What follows belongs to an exercise in optimizing a design on an open flow for small area; a production flow would make more cautious choices. Only simulation tests tie the RTL to the original design; equivalence was not proved. Power and IR drop assume default switching activity.

==> inputs of run B <==
==> flow/design.v (excerpt) <==
module MazeRunner(clk,RST_n,SS_n,MOSI,MISO,SCLK,PWMR,PWML,
                  DIRR,DIRL,IR_EN,BMPL_n,BMPR_n,buzz,
				  buzz_n,RX,LED);
  input clk;		 
  input RST_n;		 
  output SS_n;		 
  output MOSI;		 
  output SCLK;		 
  input MISO;		 
  output PWMR;		 
  output PWML;		 
  output DIRR;		 
  output DIRL;		 
  output IR_EN;		 
  input BMPL_n;		 
  input BMPR_n;		 
  output buzz;		 
  output buzz_n;
  input RX;			 
  output [7:0] LED;	 
  wire rst_n;
  wire line_present, err_vld, go, moving;
  wire [15:0] err_raw;
  wire [10:0] err_opn_lp;
  wire [11:0] lft_spd, rght_spd;
  rst_synch iRST(.clk(clk), .RST_n(RST_n), .rst_n(rst_n));
  mtr_drv iDRV(.clk(clk), .rst_n(rst_n), .lft_duty(lft_spd), .rght_duty(rght_spd),
               .DIRL(DIRL), .DIRR(DIRR), .PWML(PWML), .PWMR(PWMR));
  IR_intf iINTF(.clk(clk), .rst_n(rst_n), .MISO(MISO), .SS_n(SS_n), .SCLK(SCLK), .MOSI(MOSI),
                .IR_en(IR_EN), .line_present(line_present), .error(err_raw), .err_vld(err_vld));
  cmd_proc iCMDPROC(.clk(clk), .rst_n(rst_n), .BMPL_n(BMPL_n), .BMPR_n(BMPR_n), .go(go),
                    .err_opn_lp(err_opn_lp), .line_present(line_present), .buzz(buzz), .RX(RX));
  assign buzz_n = ~buzz;
  wire [10:0] raw_sat = (!err_raw[15] && |err_raw[14:10]) ? 11'h3ff :
                        (err_raw[15] && ~&err_raw[14:10]) ? 11'h400 :
                        err_raw[10:0];
  wire [10:0] err_sat = line_present ? raw_sat : err_opn_lp;
  PID iPID(.clk(clk), .rst_n(rst_n), .lft_speed(lft_spd), .rght_speed(rght_spd), .moving(moving),
           .err_sat(err_sat), .err_vld(err_vld), .go(go), .line_present(line_present));
  assign LED = 8'h00;
endmodule
Settings: LEC_CHECK=0, ABC_AREA=1, CAP_MARGIN=20, CORE_MARGIN=2, CORE_UTILIZATION=40, CTS_BUF_LIST=sky130_fd_sc_hd__clkbuf_16, CTS_CLUSTER_DIAMETER=100, CTS_CLUSTER_SIZE=25, PLACE_DENSITY=0.6, SLEW_MARGIN=20; clock period 10.0 ns.
standard.sh (not shown) runs the stock make flow with config.mk's settings and CLKGATE_MAP_FILE= SYNTH_SCRIPT=/design/flow/synth_recipe.tcl, a recipe that flattens the netlist after the stock synthesis.
==> flow/flow/run.sh <==
#!/bin/bash
# Layout flow: the standard ORFS flow, with three changes:
#  - synthesis maps the logic with an area-oriented ABC script (flow/abc_area.script);
#    everything before and after ABC (and so every register) is as in the standard flow
#  - ports are buffered with sky130_fd_sc_hd__buf_1
#  - clock tree synthesis inserts no dummy loads
set -euo pipefail
W=$(pwd)
rm -rf "$W/scripts_area"
cp -r "$FLOW_HOME/scripts" "$W/scripts_area"
cp "$W/flow/abc_area.script" "$W/scripts_area/abc_area.script"
bash standard.sh \
  SCRIPTS_DIR="$W/scripts_area" \
  "BUFFER_PORTS_ARGS=-buffer_cell sky130_fd_sc_hd__buf_1" \
  "CTS_ARGS=-sink_clustering_enable -repair_clock_nets -sink_clustering_size 25 -sink_clustering_max_diameter 100 -buf_list sky130_fd_sc_hd__clkbuf_16 -dont_use_dummy_load" \
  finish > flow_make.log 2>&1
==> flow/flow/abc_area.script <==
strash
dch -f
amap
topo
stime -c
==> run K: changes against run B <==
==> flow/run.sh (new file) <==
#!/bin/bash
# synth_recipe.tcl (not shown) runs the flow's synth.tcl, then flattens the netlist and writes it again
# the make line also repeats each setting of config.mk as NAME=value (left out here)
make -C /OpenROAD-flow-scripts/flow DESIGN_CONFIG=/design/flow/config.mk WORK_HOME=/design/flow/orfs CLKGATE_MAP_FILE= SYNTH_SCRIPT=/design/flow/synth_recipe.tcl finish
CORE_UTILIZATION = 70   (was 40)
CTS_CLUSTER_DIAMETER = 60   (was 100)
CTS_CLUSTER_SIZE = 30   (was 25)
PLACE_DENSITY = 0.8   (was 0.6)
removed: flow/flow/run.sh
removed: flow/flow/abc_area.script
removed: flow/standard.sh
==> comparison table <==
                                                                   run B            run K
Tot Pwr                                                       0.002037 W       0.002322 W
Insertion delay to the later sink of the worst-skew pair          520 ps           540 ps
DP Wirelength                                                   17.11 mm         17.12 mm
Bufs and invs on worst path                                            8                7
Area used by multi-input combinational logic                0.005487 mm²     0.005751 mm²
Data required time at the worst endpoint                        10420 ps          8000 ps
Met3 track demand over resource in global routing                 1.655%           3.553%
Multi-input gate share of total cell area                         37.83%           37.94%
Die width                                                       186.2 µm         145.3 µm
Slowest cell on the critical path                                   fa_1  clkdlybuf4s50_1
First-pass GRT wire length                                      39.29 mm         40.47 mm
Proportion of synthesized chip area in sequential cells           53.95%           51.24%
CP Capture Point                                          iPID.PID_q[11]             DIRR
Met3 Wirelength                                                   777 µm         1.228 mm
Placement Setup Slack                                           82.03 ps         647.4 ps
Internal power of the cells                                   0.001623 W       0.001762 W
Fraction of the mapped netlist area in adder cells                18.19%           17.28%
Max Clock Freq                                                 106.1 MHz        107.0 MHz
Share of layout cells above drive strength 1                      4.136%           9.289%
Clock network area share                                          2.761%           5.044%
Type of element capturing the critical path                    flip-flop       output pin
Average routed wire per standard cell                           13.76 µm         14.38 µm
Status                                  no timing/DRC/antenna violations  no timing/DRC/antenna violations
Post-route worst setup slack                                    576.7 ps         658.1 ps


==> inputs of v8 <==
==> flow/design.v <==
module rst_synch(clk, rst_n, RST_n);
  input RST_n, clk;
  output rst_n;
  reg ff1, ff2;
  always_ff @(negedge clk, negedge RST_n)
    if (!RST_n) begin
      ff1 <= 1'b0;
      ff2 <= 1'b0;
    end else begin
      ff1 <= 1'b1;
      ff2 <= ff1;
    end
  assign rst_n = ff2;
endmodule
module mtr_drv(clk, rst_n, lft_duty, rght_duty, DIRL, DIRR, PWML, PWMR);
  input clk, rst_n;
  input [11:0] lft_duty, rght_duty;
  output PWML, PWMR, DIRL, DIRR;
  reg [10:0] cnt;
  reg PWML, PWMR;
  assign DIRR = rght_duty[11];
  assign DIRL = lft_duty[11];
  wire [10:0] abs_rght = DIRR ? ~rght_duty[10:0] : rght_duty[10:0];
  wire [10:0] abs_lft  = DIRL ? ~lft_duty[10:0]  : lft_duty[10:0];
  always_ff @(posedge clk, negedge rst_n)
    if (!rst_n) begin
      cnt  <= 11'h000;
      PWMR <= 1'b0;
      PWML <= 1'b0;
    end else begin
      cnt  <= cnt + 1'b1;
      PWMR <= cnt < abs_rght;
      PWML <= cnt < abs_lft;
    end
endmodule
module IR_intf(clk, rst_n, MISO, SS_n, SCLK, MOSI, IR_en, line_present, error, err_vld);
  input clk, rst_n, MISO;
  output SS_n, SCLK, MOSI, IR_en;
  output reg line_present;
  output reg [15:0] error;
  output err_vld;
  localparam [2:0] IDLE = 3'd0, WAIT_TMR = 3'd1, SETTLE = 3'd2, START = 3'd3, CONV = 3'd4;
  reg [2:0] state;
  reg [13:0] tmr;		 
  reg [2:0] chnnl;
  reg [11:0] sh;		 
  reg flag;			 
  reg acc;			 
  reg [11:0] ring [0:6];
  wire s_idle   = (state == IDLE);
  wire s_wait   = (state == WAIT_TMR);
  wire s_settle = (state == SETTLE);
  wire s_start  = (state == START);
  wire s_conv   = (state == CONV);
  wire gap   = ~tmr[9] & ~tmr[8];
  wire xfer  = s_conv & ~gap;
  wire w2    = s_conv & gap & tmr[0] & ~tmr[11];	 
  wire cmplt = s_conv & gap & tmr[0] & tmr[11];	 
  wire last  = &chnnl;
  wire ir_vld = cmplt & last;
  wire smpl  = xfer & (tmr[4:0] == 5'b01111);
  assign SS_n = ~xfer;
  assign SCLK = ~xfer | tmr[4];
  assign MOSI = ((tmr[8:5] == 4'd2) & chnnl[2]) | ((tmr[8:5] == 4'd3) & chnnl[1]) | ((tmr[8:5] == 4'd4) & chnnl[0]);
  assign IR_en = s_settle | s_start | (s_conv & ~ir_vld);
  always_ff @(posedge clk, negedge rst_n)
    if (!rst_n)
      state <= IDLE;
    else case (state)
      IDLE:     state <= WAIT_TMR;
      WAIT_TMR: if (&tmr) state <= SETTLE;
      SETTLE:   if (&tmr[10:0]) state <= START;
      START:    state <= CONV;
      CONV:     if (cmplt) state <= last ? IDLE : START;
      default:  state <= IDLE;
    endcase
  always_ff @(posedge clk)
    if (s_idle)
      tmr <= 14'h0000;
    else if (s_start)
      tmr <= 14'h01F7;
    else if (w2)
      tmr <= 14'h05F7;
    else
      tmr <= tmr + 1'b1;
  always_ff @(posedge clk)
    if (s_settle)
      chnnl <= 3'b000;
    else if (cmplt)
      chnnl <= chnnl + 1'b1;
  always_ff @(posedge clk)
    if (smpl)
      sh <= {sh[10:0], ~MISO};
  wire gt = (sh > 12'h040);
  always_ff @(posedge clk, negedge rst_n)
    if (!rst_n)
      flag <= 1'b0;
    else if (cmplt)
      flag <= gt | (flag & ~last);
  always_ff @(posedge clk, negedge rst_n)
    if (!rst_n)
      line_present <= 1'b0;
    else if (ir_vld)
      line_present <= flag;
  wire [3:0] selp = tmr[3:0] + 1'b1;
  wire [2:0] sel = s_idle ? 3'd0 : selp[3:1];
  wire en = acc & (s_idle | (s_wait & tmr[0]));
  assign err_vld = acc & s_wait & (tmr[3:1] == 3'b111);
  wire sub = sel[0];
  always_ff @(posedge clk, negedge rst_n)
    if (!rst_n)
      acc <= 1'b0;
    else if (ir_vld)
      acc <= 1'b1;
    else if (err_vld)
      acc <= 1'b0;
  wire wr = s_start & (chnnl != 3'd0);
  always_ff @(posedge clk) begin
    ring[0] <= ring[1]; ring[1] <= ring[2]; ring[2] <= ring[3];
    ring[3] <= ring[4]; ring[4] <= ring[5]; ring[5] <= ring[6];
    ring[6] <= wr ? sh : ring[0];
  end
  wire [11:0] x = (sel == 3'd7) ? sh : ring[0];
  reg [14:0] xs;
  always_comb
    case (sel[2:1])
      2'd0: xs = {3'b000, x};
      2'd1: xs = {2'b00, x, 1'b0};
      2'd2: xs = {1'b0, x, 2'b00};
      default: xs = {x, 3'b000};
    endcase
  wire [15:0] op = {1'b0, xs} ^ {16{sub}};
  always_ff @(posedge clk)
    if (ir_vld)
      error <= 16'h0000;
    else if (en)
      error <= error + op + sub;
endmodule
module PID(lft_speed, rght_speed, moving, error, err_vld, go, line_present, clk, rst_n);
	output [11:0] lft_speed;
	output [11:0] rght_speed;
	output wire moving;
	input [15:0] error;
	input err_vld, go, line_present;
	input clk, rst_n;
	reg [4:0] frwrd;
	always_ff @(posedge clk, negedge rst_n)
		if (!rst_n)
			frwrd <= 5'h00;
		else if (!go)
			frwrd <= 5'h00;
		else if (err_vld && ~&frwrd[4:3])
			frwrd <= frwrd + 1'b1;
	assign moving = frwrd > 5'd4;
	wire [10:0] err_sat = (!error[15] && |error[14:10]) ? 11'h3ff :
	                      (error[15] && ~&error[14:10]) ? 11'h400 :
	                      error[10:0];
	reg [10:0] err_sat_flopped, prev_err;
	always_ff @(posedge clk)
		if (err_vld) begin
			err_sat_flopped <= err_sat;
			prev_err <= err_sat_flopped;
		end
	wire [10:0] D_diff = err_sat - prev_err;
	wire [7:0] D_diff_sat = (!D_diff[10] && |D_diff[9:7]) ? 8'h7f :
	                        (D_diff[10] && ~&D_diff[9:7]) ? 8'h80 :
	                        D_diff[7:0];
	reg [15:0] integrator;
	reg prev_line;
	wire [15:0] ext_err_sat = {{5{err_sat[10]}}, err_sat};
	wire [15:0] temp_sum = integrator + ext_err_sat;
	wire overflow = (ext_err_sat[15] == integrator[15]) && (ext_err_sat[15] != temp_sum[15]);
	wire res_sel = (~prev_line & line_present) | ~go | ~moving;
	always_ff @(posedge clk) begin
		prev_line <= line_present;
		if (res_sel)
			integrator <= 16'h0000;
		else if (err_vld && !overflow)
			integrator <= temp_sum;
	end
	wire [14:0] P_term = {{4{err_sat[10]}}, err_sat} * 15'd6;
	wire [14:0] D_term = {{7{D_diff_sat[7]}}, D_diff_sat} * 15'd56;
	wire [14:0] I_term = {{5{integrator[15]}}, integrator[15:6]};
	wire [14:0] PID_sum = P_term + I_term + D_term;
	reg [11:0] PID_q;
	always_ff @(posedge clk)
		PID_q <= PID_sum[14:3];
	wire [11:0] PID = go ? PID_q : 12'h000;
	wire [11:0] F = {2'b00, frwrd, 5'b00000};
	assign lft_speed  = moving ? F + PID : F;
	assign rght_speed = moving ? F - PID : F;
endmodule
module cmd_proc(clk,rst_n,BMPL_n,BMPR_n,go,err_opn_lp,line_present,buzz,RX);
input clk,rst_n,BMPL_n,BMPR_n,RX,line_present;
output logic go;
output logic buzz;
output logic [10:0] err_opn_lp;
reg [12:0] baud_cnt;
reg [3:0] bit_cnt;
reg [7:0] rx_data;
reg RX_meta, RX_stable, RX_prev;
reg rx_busy;
reg rx_rdy;
wire rx_start = ~rx_busy & ~RX_stable & RX_prev;
wire rx_shift = &baud_cnt;
wire rx_done = rx_busy & (bit_cnt == 4'h9);
always_ff @(posedge clk) begin
	RX_meta <= RX;
	RX_stable <= RX_meta;
	RX_prev <= RX_stable;
end
localparam [12:0] BAUD_SEED = 13'h1475;
always_ff @(posedge clk)
	if (rx_start | rx_shift)
		baud_cnt <= BAUD_SEED;
	else
		baud_cnt <= {baud_cnt[11:0], baud_cnt[12] ^ baud_cnt[11] ^ baud_cnt[10] ^ baud_cnt[7]};
always_ff @(posedge clk)
	if (rx_start)
		bit_cnt <= 4'h0;
	else if (rx_shift)
		bit_cnt <= bit_cnt + 1'b1;
always_ff @(posedge clk)
	if (rx_shift & ~bit_cnt[3])
		rx_data <= {RX_stable, rx_data[7:1]};
always_ff @(posedge clk, negedge rst_n)
	if (!rst_n)
		rx_busy <= 1'b0;
	else if (rx_start)
		rx_busy <= 1'b1;
	else if (rx_done)
		rx_busy <= 1'b0;
always_ff @(posedge clk)
	rx_rdy <= rx_done;
reg [15:0] cmd;
reg byte2;
reg cmd_rdy;
logic cap_cmd;
always_ff @(posedge clk)
	if (rx_rdy)
		cmd <= {cmd[7:0], rx_data};
always_ff @(posedge clk, negedge rst_n)
	if (!rst_n)
		byte2 <= 1'b0;
	else if (rx_rdy)
		byte2 <= ~byte2;
always_ff @(posedge clk, negedge rst_n)
	if (!rst_n)
		cmd_rdy <= 1'b0;
	else if (cap_cmd)
		cmd_rdy <= 1'b0;
	else if (rx_rdy & byte2)
		cmd_rdy <= 1'b1;
localparam [2:0] IDLE = 3'd0, READY = 3'd1, VEER = 3'd2, LP1 = 3'd3, LP2 = 3'd4, RST_LP = 3'd5, BUZZ = 3'd6;
reg [2:0] state;
reg [15:0] cmd_shft_reg;
reg last_veer_right;
reg [20:0] tmr;
reg [13:0] buzz_cntr;
reg buzz_q;
logic nxt_cmd, en_buzz, rst_tmr;
logic [2:0] next_state;
wire bump = ~BMPL_n | ~BMPR_n;
localparam [20:0] TMR_SEED1 = 21'h1530aa;
localparam [20:0] TMR_SEED2 = 21'h155400;
wire tmr_done = &tmr;
wire REV_tmr1 = tmr_done;
wire REV_tmr2 = tmr_done;
always_ff @(posedge clk)
	if (cap_cmd)
		cmd_shft_reg <= cmd;
	else if (nxt_cmd)
		cmd_shft_reg <= {2'b00, cmd_shft_reg[15:2]};
always_ff @(posedge clk, negedge rst_n)
	if (!rst_n)
		last_veer_right <= 1'b0;
	else if (nxt_cmd)
		last_veer_right <= cmd_shft_reg[0];
always_ff @(posedge clk)
	if (rst_tmr)
		tmr <= (state == LP1) ? TMR_SEED2 : TMR_SEED1;
	else
		tmr <= {tmr[19:0], tmr[20] ^ tmr[18]};
wire buzz_z = ~|buzz_cntr[12:0];
always_ff @(posedge clk, negedge rst_n)
	if (!rst_n) begin
		buzz_cntr <= 14'h0000;
		buzz_q <= 1'b0;
	end else if (en_buzz) begin
		buzz_cntr <= {buzz_cntr[12:0], buzz_cntr[13] ^ buzz_cntr[12] ^ buzz_cntr[11] ^ buzz_cntr[1] ^ buzz_z};
		if (buzz_z & buzz_cntr[13])
			buzz_q <= ~buzz_q;
	end
assign buzz = buzz_q;
always_ff @(posedge clk, negedge rst_n)
	if (!rst_n)
		state <= IDLE;
	else
		state <= next_state;
always_comb begin
	next_state = state;
	nxt_cmd = 0;
	cap_cmd = 0;
	err_opn_lp = 11'h000;
	go = 0;
	rst_tmr = 0;
	en_buzz = 0;
	case (state)
	IDLE: if (cmd_rdy && line_present) begin
			next_state = READY;
			cap_cmd = 1;
			go = 1;
		end
	READY: begin
		rst_tmr = 1;
		if (line_present) begin
			if (bump) begin
				en_buzz = 1;
				next_state = BUZZ;
			end else
				go = 1;
		end else if (cmd_shft_reg[1:0] == 2'b11)
			next_state = LP1;
		else if (|cmd_shft_reg[1:0]) begin
			go = 1;
			next_state = VEER;
		end else
			next_state = IDLE;
	end
	VEER: begin
		go = 1;
		err_opn_lp = cmd_shft_reg[0] ? 11'h340 : 11'h4c0;
		if (line_present) begin
			nxt_cmd = 1;
			next_state = READY;
		end
	end
	LP1: if (!REV_tmr1) begin
			go = 1;
			err_opn_lp = last_veer_right ? 11'h1e0 : 11'h620;
		end else begin
			rst_tmr = 1;
			next_state = LP2;
		end
	LP2: begin
		go = 1;
		if (!REV_tmr2)
			err_opn_lp = last_veer_right ? 11'h480 : 11'h380;
		else
			next_state = RST_LP;
	end
	RST_LP: begin
		go = 1;
		if (line_present) begin
			nxt_cmd = 1;
			next_state = READY;
		end
	end
	BUZZ: if (bump)
			en_buzz = 1;
		else
			next_state = READY;
	default: next_state = IDLE;
	endcase
end
endmodule
module MazeRunner(clk,RST_n,SS_n,MOSI,MISO,SCLK,PWMR,PWML,
                  DIRR,DIRL,IR_EN,BMPL_n,BMPR_n,buzz,
				  buzz_n,RX,LED);
  input clk;		 
  input RST_n;		 
  output SS_n;		 
  output MOSI;		 
  output SCLK;		 
  input MISO;		 
  output PWMR;		 
  output PWML;		 
  output DIRR;		 
  output DIRL;		 
  output IR_EN;		 
  input BMPL_n;		 
  input BMPR_n;		 
  output buzz;		 
  output buzz_n;
  input RX;			 
  output [7:0] LED;	 
  wire rst_n;
  wire line_present, err_vld, go, moving;
  wire [15:0] err_raw;
  wire [10:0] err_opn_lp;
  wire [11:0] lft_spd, rght_spd;
  rst_synch iRST(.clk(clk), .RST_n(RST_n), .rst_n(rst_n));
  mtr_drv iDRV(.clk(clk), .rst_n(rst_n), .lft_duty(lft_spd), .rght_duty(rght_spd),
               .DIRL(DIRL), .DIRR(DIRR), .PWML(PWML), .PWMR(PWMR));
  IR_intf iINTF(.clk(clk), .rst_n(rst_n), .MISO(MISO), .SS_n(SS_n), .SCLK(SCLK), .MOSI(MOSI),
                .IR_en(IR_EN), .line_present(line_present), .error(err_raw), .err_vld(err_vld));
  cmd_proc iCMDPROC(.clk(clk), .rst_n(rst_n), .BMPL_n(BMPL_n), .BMPR_n(BMPR_n), .go(go),
                    .err_opn_lp(err_opn_lp), .line_present(line_present), .buzz(buzz), .RX(RX));
  assign buzz_n = ~buzz;
  wire [15:0] error = line_present ? err_raw : {{5{err_opn_lp[10]}}, err_opn_lp};
  PID iPID(.clk(clk), .rst_n(rst_n), .lft_speed(lft_spd), .rght_speed(rght_spd), .moving(moving),
           .error(error), .err_vld(err_vld), .go(go), .line_present(line_present));
  assign LED = 8'h00;
endmodule
==> flow/run.sh <==
#!/bin/bash
# synth_recipe.tcl (not shown) runs the flow's synth.tcl, then flattens the netlist and writes it again
# the make line also repeats each setting of config.mk as NAME=value (left out here)
make -C /OpenROAD-flow-scripts/flow DESIGN_CONFIG=/design/flow/config.mk WORK_HOME=/design/flow/orfs CLKGATE_MAP_FILE= SYNTH_SCRIPT=/design/flow/synth_recipe.tcl finish
==> flow/config.mk <==
export PLATFORM = sky130hd
export DESIGN_NAME = MazeRunner
export DESIGN_NICKNAME = MazeRunner
export VERILOG_FILES = /design/flow/design.v
export SDC_FILE = /design/flow/constraint.sdc
export NUM_CORES = 4
export LEC_CHECK = 0
export CAP_MARGIN = 20
export CORE_MARGIN = 2
export CORE_UTILIZATION = 40
export PLACE_DENSITY = 0.6
export SLEW_MARGIN = 20
==> flow/constraint.sdc <==
create_clock -name core_clock -period 10.0 [get_ports {clk}]
set_input_delay 2.0000 -clock core_clock [delete_from_list [all_inputs] [get_ports {clk}]]
set_output_delay 2.0000 -clock core_clock [all_outputs]
set_load 0.01 [all_outputs]
==> v26: changes against v8 <==
--- a/flow/design.v
+++ b/flow/design.v
@@ -47,5 +47,6 @@
   reg flag;			 
   reg acc;			 
-  reg [11:0] ring [0:6];
+  reg [11:0] r0, r1, r2, r3;	 
+  reg [11:0] l0, l1, l2;	 
   wire s_idle   = (state == IDLE);
   wire s_wait   = (state == WAIT_TMR);
@@ -115,11 +116,15 @@
     else if (err_vld)
       acc <= 1'b0;
-  wire wr = s_start & (chnnl != 3'd0);
-  always_ff @(posedge clk) begin
-    ring[0] <= ring[1]; ring[1] <= ring[2]; ring[2] <= ring[3];
-    ring[3] <= ring[4]; ring[4] <= ring[5]; ring[5] <= ring[6];
-    ring[6] <= wr ? sh : ring[0];
-  end
-  wire [11:0] x = (sel == 3'd7) ? sh : ring[0];
+  wire shift_r = (cmplt & ~chnnl[2]) | (en & ~sub);
+  wire shift_l = (cmplt & chnnl[2] & ~last) | (en & sub);
+  always_ff @(posedge clk)
+    if (shift_r) begin
+      r0 <= r1; r1 <= r2; r2 <= r3; r3 <= sh;
+    end
+  always_ff @(posedge clk)
+    if (shift_l) begin
+      l0 <= l1; l1 <= l2; l2 <= sh;
+    end
+  wire [11:0] x = sub ? l0 : r0;
   reg [14:0] xs;
   always_comb
@@ -203,5 +208,5 @@
 reg rx_rdy;
 wire rx_start = ~rx_busy & ~RX_stable & RX_prev;
-wire rx_shift = &baud_cnt;
+wire rx_shift = (baud_cnt == 13'h1458);
 wire rx_done = rx_busy & (bit_cnt == 4'h9);
 always_ff @(posedge clk) begin
@@ -210,10 +215,9 @@
 	RX_prev <= RX_stable;
 end
-localparam [12:0] BAUD_SEED = 13'h1475;
 always_ff @(posedge clk)
 	if (rx_start | rx_shift)
-		baud_cnt <= BAUD_SEED;
+		baud_cnt <= 13'h0000;
 	else
-		baud_cnt <= {baud_cnt[11:0], baud_cnt[12] ^ baud_cnt[11] ^ baud_cnt[10] ^ baud_cnt[7]};
+		baud_cnt <= baud_cnt + 1'b1;
 always_ff @(posedge clk)
 	if (rx_start)
@@ -231,6 +235,9 @@
 	else if (rx_done)
 		rx_busy <= 1'b0;
-always_ff @(posedge clk)
-	rx_rdy <= rx_done;
+always_ff @(posedge clk, negedge rst_n)
+	if (!rst_n)
+		rx_rdy <= 1'b0;
+	else
+		rx_rdy <= rx_done;
 reg [15:0] cmd;
 reg byte2;
@@ -257,14 +264,10 @@
 reg last_veer_right;
 reg [20:0] tmr;
-reg [13:0] buzz_cntr;
-reg buzz_q;
+reg [14:0] buzz_cntr;
 logic nxt_cmd, en_buzz, rst_tmr;
 logic [2:0] next_state;
 wire bump = ~BMPL_n | ~BMPR_n;
-localparam [20:0] TMR_SEED1 = 21'h1530aa;
-localparam [20:0] TMR_SEED2 = 21'h155400;
-wire tmr_done = &tmr;
-wire REV_tmr1 = tmr_done;
-wire REV_tmr2 = tmr_done;
+wire REV_tmr1 = tmr[19] & tmr[17];	 
+wire REV_tmr2 = tmr[20];		 
 always_ff @(posedge clk)
 	if (cap_cmd)
@@ -279,18 +282,13 @@
 always_ff @(posedge clk)
 	if (rst_tmr)
-		tmr <= (state == LP1) ? TMR_SEED2 : TMR_SEED1;
+		tmr <= 21'h000000;
 	else
-		tmr <= {tmr[19:0], tmr[20] ^ tmr[18]};
-wire buzz_z = ~|buzz_cntr[12:0];
+		tmr <= tmr + 1'b1;
 always_ff @(posedge clk, negedge rst_n)
-	if (!rst_n) begin
-		buzz_cntr <= 14'h0000;
-		buzz_q <= 1'b0;
-	end else if (en_buzz) begin
-		buzz_cntr <= {buzz_cntr[12:0], buzz_cntr[13] ^ buzz_cntr[12] ^ buzz_cntr[11] ^ buzz_cntr[1] ^ buzz_z};
-		if (buzz_z & buzz_cntr[13])
-			buzz_q <= ~buzz_q;
-	end
-assign buzz = buzz_q;
+	if (!rst_n)
+		buzz_cntr <= 15'h0000;
+	else if (en_buzz)
+		buzz_cntr <= buzz_cntr + 1'b1;
+assign buzz = buzz_cntr[14];
 always_ff @(posedge clk, negedge rst_n)
 	if (!rst_n)
==> flow_summary.ini <==
[pwr]
p_comb_frac = 0.024
comb-power_uw = 64.3
power_mw = 2.68

[drt]
dr_wl_met3_mm = 1.08

[run_status]
status = no timing/DRC/antenna violations

[synthesis]
synth_top_area_cell = dfxtp_1
syn_avg_cell_area_um2 = 9.68
yosysSeqAreaShare = 0.455

[sta]
tightest_slew_ns = 1.04

[global_routing]
grt_pass1_vias = 10800
grt_max_degree = 47

[layout]
final_area_um2 = 17700
the above is filed under v8

==> flow_summary.ini <==
[drt]
dr_wl_met3_mm = 1.20

[pwr]
p_comb_frac = 0.436
comb-power_mw = 2.18
power_mw = 4.99

[layout]
final_area_um2 = 18800

[global_routing]
grtUsageTotal = 0.162
grt_max_degree = 49
grt_pass1_vias = 11500

[placed_design]
postPlaceCellArea_um2 = 17600

[synthesis]
yosysSeqAreaShare = 0.475
synthTopCellsByCount = nand2_1, edfxtp_1, nor2_1, ha_1, a21oi_1
syn_avg_cell_area_um2 = 10.2
synthXorXnorAreaFrac = 0.0881
synth_top_area_cell = edfxtp_1

[clocking]
cts_tree = done

[run_status]
status = no timing/DRC/antenna violations

[sta]
slew_violations = 0
the above is filed under v26

